Source: an optimization exercise on an open RTL-to-GDS flow (aim: a short achievable clock period and few clock cycles). Production flows keep margins and buffers that such runs may drop. The RTL was checked by simulation tests, not by an equivalence proof against the original design. Power and IR drop assume default switching activity.

==> flow/design.v <==
`timescale 1ns / 1ps
module cpu(
input clk,
input reset,
input [15:0] din,
output reg [15:0] dout,
output reg dout_valid,
output [15:0] imem_addr,
input [31:0] imem_data,
output halted
    );
 reg [15:0] PC;
 reg [31:0] IR;
 reg        irv;
 reg        halt_r;
 reg [15:0] GPR [0:31];
 reg [15:0] SGPR;
 reg        carry, zero, sign, overflow;
 reg [15:0] data_mem [0:15];
 reg [15:0] din_r;
 reg        mv;
 reg [15:0] mA, mB;
 reg [4:0]  mrd;
 reg        mzero;
 integer j;
 assign imem_addr = PC;
 assign halted    = halt_r;
 wire [4:0]  op    = IR[31:27];
 wire [4:0]  rd    = IR[26:22];
 wire [4:0]  rs1   = IR[21:17];
 wire        mode  = IR[16];
 wire [4:0]  rs2   = IR[15:11];
 wire [15:0] imm   = IR[15:0];
 wire [15:0] opa = GPR[rs1];
 wire [15:0] opb = mode ? imm : GPR[rs2];
 wire is_alu = (op <= 5'b01011);
 wire is_mul = (op == 5'b00100);
 wire rd_a   = is_alu | (op == 5'b01101);
 wire hazard = mv & ((op == 5'b00000) |
                     (rd_a & (rs1 == mrd)) |
                     (rd_a & ~mode & (rs2 == mrd)));
 wire stall_e = irv & hazard;
 wire ex      = irv & ~hazard;
 wire [16:0] sum  = {1'b0, opa} + {1'b0, opb};
 wire [15:0] diff = opa - opb;
 reg  [15:0] alu_res;
 always @(*) begin
    case (op)
    5'b00000: alu_res = SGPR;
    5'b00001:     alu_res = mode ? imm : opa;
    5'b00010:     alu_res = sum[15:0];
    5'b00011:     alu_res = diff;
    5'b00101:      alu_res = opa | opb;
    5'b00110:     alu_res = opa & opb;
    5'b00111:     alu_res = opa ^ opb;
    5'b01000:    alu_res = opa ~^ opb;
    5'b01001:    alu_res = ~(opa & opb);
    5'b01010:     alu_res = ~(opa | opb);
    5'b01011:     alu_res = mode ? ~imm : ~opa;
    default:     alu_res = 16'd0;
    endcase
 end
 wire z_add = ((opa ^ opb) == {opa[14:0] | opb[14:0], 1'b0});
 wire z_sub = (opa == opb);
 wire n_zero = (op == 5'b00010) ? z_add :
               (op == 5'b00011) ? z_sub : ~(|alu_res);
 wire n_sign = alu_res[15];
 wire n_carry = (op == 5'b00010) & sum[16];
 wire n_ovf   = ((op == 5'b00010) & (opa[15] == opb[15]) & (sum[15] != opa[15])) |
                ((op == 5'b00011) & (opa[15] != opb[15]) & (diff[15] != opa[15]));
 wire alu_flags = ex & is_alu & ~is_mul;
 wire f_zero  = alu_flags ? n_zero  : zero;
 wire f_sign  = alu_flags ? n_sign  : sign;
 wire f_carry = alu_flags ? n_carry : carry;
 wire f_ovf   = alu_flags ? n_ovf   : overflow;
 wire [31:0] prod = mA * mB;
 wire [4:0] fop = imem_data[31:27];
 wire f_cond = (fop >= 5'b10011) && (fop <= 5'b11010);
 reg  f_take;
 always @(*) begin
    case (fop)
    5'b10010: f_take = 1'b1;
    5'b10011:  f_take = f_carry;
    5'b10100: f_take = ~f_carry;
    5'b10101:  f_take = f_sign;
    5'b10110: f_take = ~f_sign;
    5'b10111:  f_take = f_zero;
    5'b11000: f_take = ~f_zero;
    5'b11001:  f_take = f_ovf;
    5'b11010: f_take = ~f_ovf;
    default: f_take = 1'b0;
    endcase
 end
 wire f_wait = f_cond & (mv | (irv & is_mul));
 wire acc    = ~halt_r & ~stall_e & ~f_wait;
 always @(posedge clk) begin
    din_r <= din;
    if (reset) begin
       PC     <= 16'd0;
       IR     <= 32'd0;
       irv    <= 1'b0;
       halt_r <= 1'b0;
    end else begin
       if (acc) begin
          IR <= imem_data;
          PC <= f_take ? imem_data[15:0] : PC + 16'd1;
          if (fop == 5'b11011)
             halt_r <= 1'b1;
       end
       irv <= acc | stall_e;
    end
 end
 always @(posedge clk) begin
    mA  <= opa;
    mB  <= opb;
    mrd <= rd;
    mzero <= (opa == 16'd0) | (opb == 16'd0);
    if (reset) begin
       SGPR <= 16'd0;
       for (j = 0; j < 32; j = j + 1)
          GPR[j] <= 16'd0;
       carry      <= 1'b0;
       zero       <= 1'b1;
       sign       <= 1'b0;
       overflow   <= 1'b0;
       dout_valid <= 1'b0;
       mv         <= 1'b0;
    end else begin
       dout_valid <= 1'b0;
       mv <= ex & is_mul;
       if (mv) begin
          GPR[mrd] <= prod[15:0];
          SGPR     <= prod[31:16];
          zero     <= mzero;
          sign     <= prod[31];
          carry    <= 1'b0;
          overflow <= 1'b0;
       end
       if (alu_flags) begin
          GPR[rd]  <= alu_res;
          zero     <= n_zero;
          sign     <= n_sign;
          carry    <= n_carry;
          overflow <= n_ovf;
       end
       if (ex) begin
          case (op)
          5'b01101:  data_mem[IR[3:0]] <= opa;
          5'b01110:  data_mem[IR[3:0]] <= din_r;
          5'b01111:  GPR[rd] <= data_mem[IR[3:0]];
          5'b10001: begin
                dout       <= data_mem[IR[3:0]];
                dout_valid <= 1'b1;
             end
          default: ;
          endcase
       end
    end
 end
endmodule
==> flow/run.sh <==
#!/bin/bash
# synth_recipe.tcl (not shown) runs the flow's synth.tcl, then flattens the netlist and writes it again
# the make line also repeats each setting of config.mk as NAME=value (left out here)
make -C /OpenROAD-flow-scripts/flow DESIGN_CONFIG=/design/flow/config.mk WORK_HOME=/design/flow/orfs CLKGATE_MAP_FILE= SYNTH_SCRIPT=/design/flow/synth_recipe.tcl finish
==> flow/config.mk <==
export PLATFORM = sky130hd
export DESIGN_NAME = cpu
export DESIGN_NICKNAME = cpu
export VERILOG_FILES = /design/flow/design.v
export SDC_FILE = /design/flow/constraint.sdc
export NUM_CORES = 4
export LEC_CHECK = 0
export CAP_MARGIN = 20
export CORE_MARGIN = 2
export CORE_UTILIZATION = 40
export PLACE_DENSITY = 0.6
export SLEW_MARGIN = 20
==> flow/constraint.sdc <==
create_clock -name core_clock -period 11.0 [get_ports {clk}]
set_input_delay 2.2000 -clock core_clock [delete_from_list [all_inputs] [get_ports {clk}]]
set_output_delay 2.2000 -clock core_clock [all_outputs]
set_load 0.01 [all_outputs]
==> flow_metrics.py <==
metrics = {
    "drt": {
        "routedWlPerCell_um": 29.3,
        "viasPerCell": 6.39,
        "num_vias": 44275,
        "dr.first_iter.drc_count": 6342,
        "totalWireLength_mm": 203,
        "drt-pass1-iter-count": 6,
        "route.detailed.drc": 0,
        "antenna_left": 0,
    },
    "worst_setup_path": {
        "worstPathRequired_ns": 11.66,
        "crit_path_max_incr_delay_ns": 0.69,
        "path_class": "reg -> reg",
        "start_kind": "register",
        "crit_slowest_cell": "dfxtp_4",
        "path_cells": "buf_4, mux4_2, mux4_2, mux2i_1, nor2_1, a21oi_1, inv_1, ha_1, or4_1, a211o_1, a31o_2, a21o_1, a221o_1, a211oi_1, o2111a_1, and4_1, a21oi_2, a2111oi_4, or2_1, a211oi_1, nor4_1",
        "end_kind": "register",
        "cp.arrival_ns": 8.56,
        "path_max_fanout": 26,
        "crit_family": "compound AO/OA/AOI/OAI gates",
        "crit_buf_inv": 2,
    },
    "floorplan": {
        "die_area_um2": 148000,
        "io_pins": 84,
        "fp.coreArea_um2": 144000,
        "initial_core_util_pct": 40.4,
        "rows": 139,
        "die_w_um": 385,
        "die_h_um": 385,
    },
    "global_routing": {
        "grt.busiest_layer": "met2",
        "grt_max_degree": 70,
        "grt_pass1_wl_mm": 296,
        "gr-usage-met2_pct": 41.1,
        "grt_pass1_vias": 42998,
        "grt_overflow": 0,
        "antenna_found_initial": 11,
        "use_met1_pct": 36.5,
        "grt_use_met3_pct": 5.52,
        "track_usage_pct": 27.2,
    },
    "final_layout": {
        "finish.net_count": 5341,
        "layout-drive-gt1-share_pct": 14.3,
        "finish.instance_area_um2": 64400,
        "final_util_pct": 44.8,
        "syn_to_final_growth_pct": 10.8,
    },
    "clock_tree": {
        "clk_path_buf_depth": 3,
        "cts_resized": 0,
        "cts_buffers": 97,
        "hold_buffers": 0,
        "cts_tree": "built",
        "clock_sinks": 924,
        "clkSlewWorstSetupHoldPaths_ns": 0.07,
        "htree_levels": 3,
        "clock_latency_ns": 0.75,
        "clockRootBuffer": "clkbuf_16",
        "post_cts.repair.setup_buffers": 0,
    },
    "synth": {
        "synth.area.mux_share_pct": 15.0,
        "ys_warn_count": 1,
        "yosysTopAreaCellShare_pct": 40.5,
        "syn_nets": 5480,
        "yosys.area_share.simple_pct": 12.7,
        "synth_compound_area_share_pct": 11.0,
        "yosysTopAreaCell": "edfxtp_1",
        "synth.area.top_cells": "edfxtp_1 (41%), mux4_2 (12%), fa_1 (6.8%)",
        "synthCells": 5082,
        "synth.most_common_cell": "edfxtp_1",
        "synth_top_family_by_area": "multiplexers",
        "synth_xor_area_share_pct": 0.859,
        "synth-edff-count": 784,
        "netlist_top_cells_count": "edfxtp_1 (784), nand2_1 (586), nand3_1 (417)",
        "syn_avg_cell_area_um2": 11.4,
        "synthArstFlopShare_pct": 0,
        "synthFlopType": "edfxtp_1",
        "synthDistinctLibCells": 94,
        "synth_area_um2": 58100,
        "synth_fa_ha_area_share_pct": 10.0,
        "yosysSeqAreaShare_pct": 45.3,
        "ys_ff_latch": 924,
    },
    "placement": {
        "portBuffers": 83,
        "placed_area_um2": 60800,
        "place_congestion": 0.988,
        "dpl.hpwl_mm": 141,
    },
    "pwr": {
        "power.density_nw_per_um2": 306,
        "p_total_uw": 19700,
        "ir_worst_vdd_uv": 1510,
        "p_leak_uw": 0.0225,
    },
    "outcome": {
        "outcome": "complete, no violations",
    },
    "timing": {
        "setup_viol": 0,
        "finalClockSkew_ns": 0.0290,
        "fin_setup_tns_ns": 0,
        "post-route-min-period_ns": 7.90,
        "drv_slew": 0,
        "grt_setup_unrepaired": "no",
        "tightest_slew_ns": 1.24,
        "min_period_over_period_pct": 71.8,
        "hold_slack_ns": 0.465,
        "max_freq_mhz": 127,
        "hold_viol_final": 0,
        "maxSlewHeadroom_pct": 17.3,
    },
    "min_path": {
        "hold_path_class": "reg -> reg",
    },
    "flow_run": {
        "maxCapViolCount": 0,
    },
}
[flip-flops by register name, indices dropped and copies added (netlist names), 5 cells and up, named ones only]
signal    flops
mB           16
SGPR         16
GPR         512
mA           16
mrd           5
din_r        16
PC           16
dout         16
IR           32
data_mem    256
[routing by layer]
layer	share of wire [%]	up-vias
met5	0.010	-
met4	6.2	4
met3	11	574
met2	45	2851
met1	38	22130
li1	-	18716
[worst paths after layout]
path,startpoint,end,slack (ns),cells past startpoint
max,register,PC[1],3.10,21
min,IR[7],IR[7],0.47,2
max reg2reg,register,PC[1],3.10,21
min reg2reg,IR[7],IR[7],0.47,2
[where the power goes]
group | leakage (uW) | switching (uW) | total (uW) | internal (uW)
clock network | 0.00163 | 1510 | 3540 | 2030
logic | 0.0119 | 8630 | 12000 | 3330
registers | 0.00891 | 220 | 4190 | 3970
[cells in the final DEF, fill, tap and decap left out, types with 98 or more instances in the layout]
| cell | instances |
|---|---|
| edfxtp_1 | 784 |
| ha_1 | 152 |
| inv_1 | 284 |
| mux2i_1 | 122 |
| o21ai_0 | 382 |
| buf_4 | 116 |
| a21oi_1 | 109 |
| mux4_2 | 318 |
| dfxtp_1 | 132 |
| o31ai_1 | 199 |
| nor2_1 | 189 |
| nand3_1 | 399 |
| nand2_1 | 585 |
| fa_1 | 196 |
| clkbuf_16 | 98 |
[layout make-up]
class	count	area (um2)
inverter	286	1070
antenna	8	20.0
tap	1903	2380
timing repair buffer	208	1900
multi-input combinational	3426	29300
clock buffer	121	2570
sequential	924	26400
clock inverter	58	805
fill	12972	79400
[kinds of logic (layout without fill, tap and decap cells)]
family | Yosys count | in the layout
XOR/XNOR | 57 | 57
AND/OR/NAND/NOR | 1558 | 1558
multiplexers | 457 | 457
flip-flops | 924 | 924
other | 0 | 8
adder cells (fa/ha/maj) | 348 | 348
AO/OA/AOI/OAI | 1006 | 1006
buffers and inverters | 732 | 673
[stage by stage]
step                std cells  setup WS, ns
global placement         6739          3.22
floorplan                5082          4.24
detailed placement       6744          3.22
finish                   6934          3.10
CTS                      6923          3.20
global route             6934          2.86
[worst min-delay path, cell delays in order (launching register included)]
cell and delay, ns:
dfxtp_1 0.31, nand2_1 0.05, a21oi_1 0.05
Testbench counts, summed over its fixed seeds: cycles 213,892.

## what the ideal ports hide
No port has a modelled driver above. Below, the same layout with a new extraction and two added sets of constraints. Step 1 sets driving cells, clkbuf_16 on the clock port and buf_2 on the other inputs (assumed; they add their load-dependent delay and slew). Step 2 also shifts input and output timing later by t, the mid clock arrival at the registers, as if the neighbouring blocks saw the same clock. a / b / c = ideal / step 1 / step 2; a / b = the first two.
shift t [ns]: 0.810
setup slack, ns: 3.097 / 3.097 / 3.097
clock arrival spread, ns: 0.029 / 0.029
worst register clock-pin slew, ns: 0.07 / 0.07
After both steps setup and hold are still met in this run. The setup slack of this run moves by 0.000 ns with the drivers and by 0.000 ns with both steps.
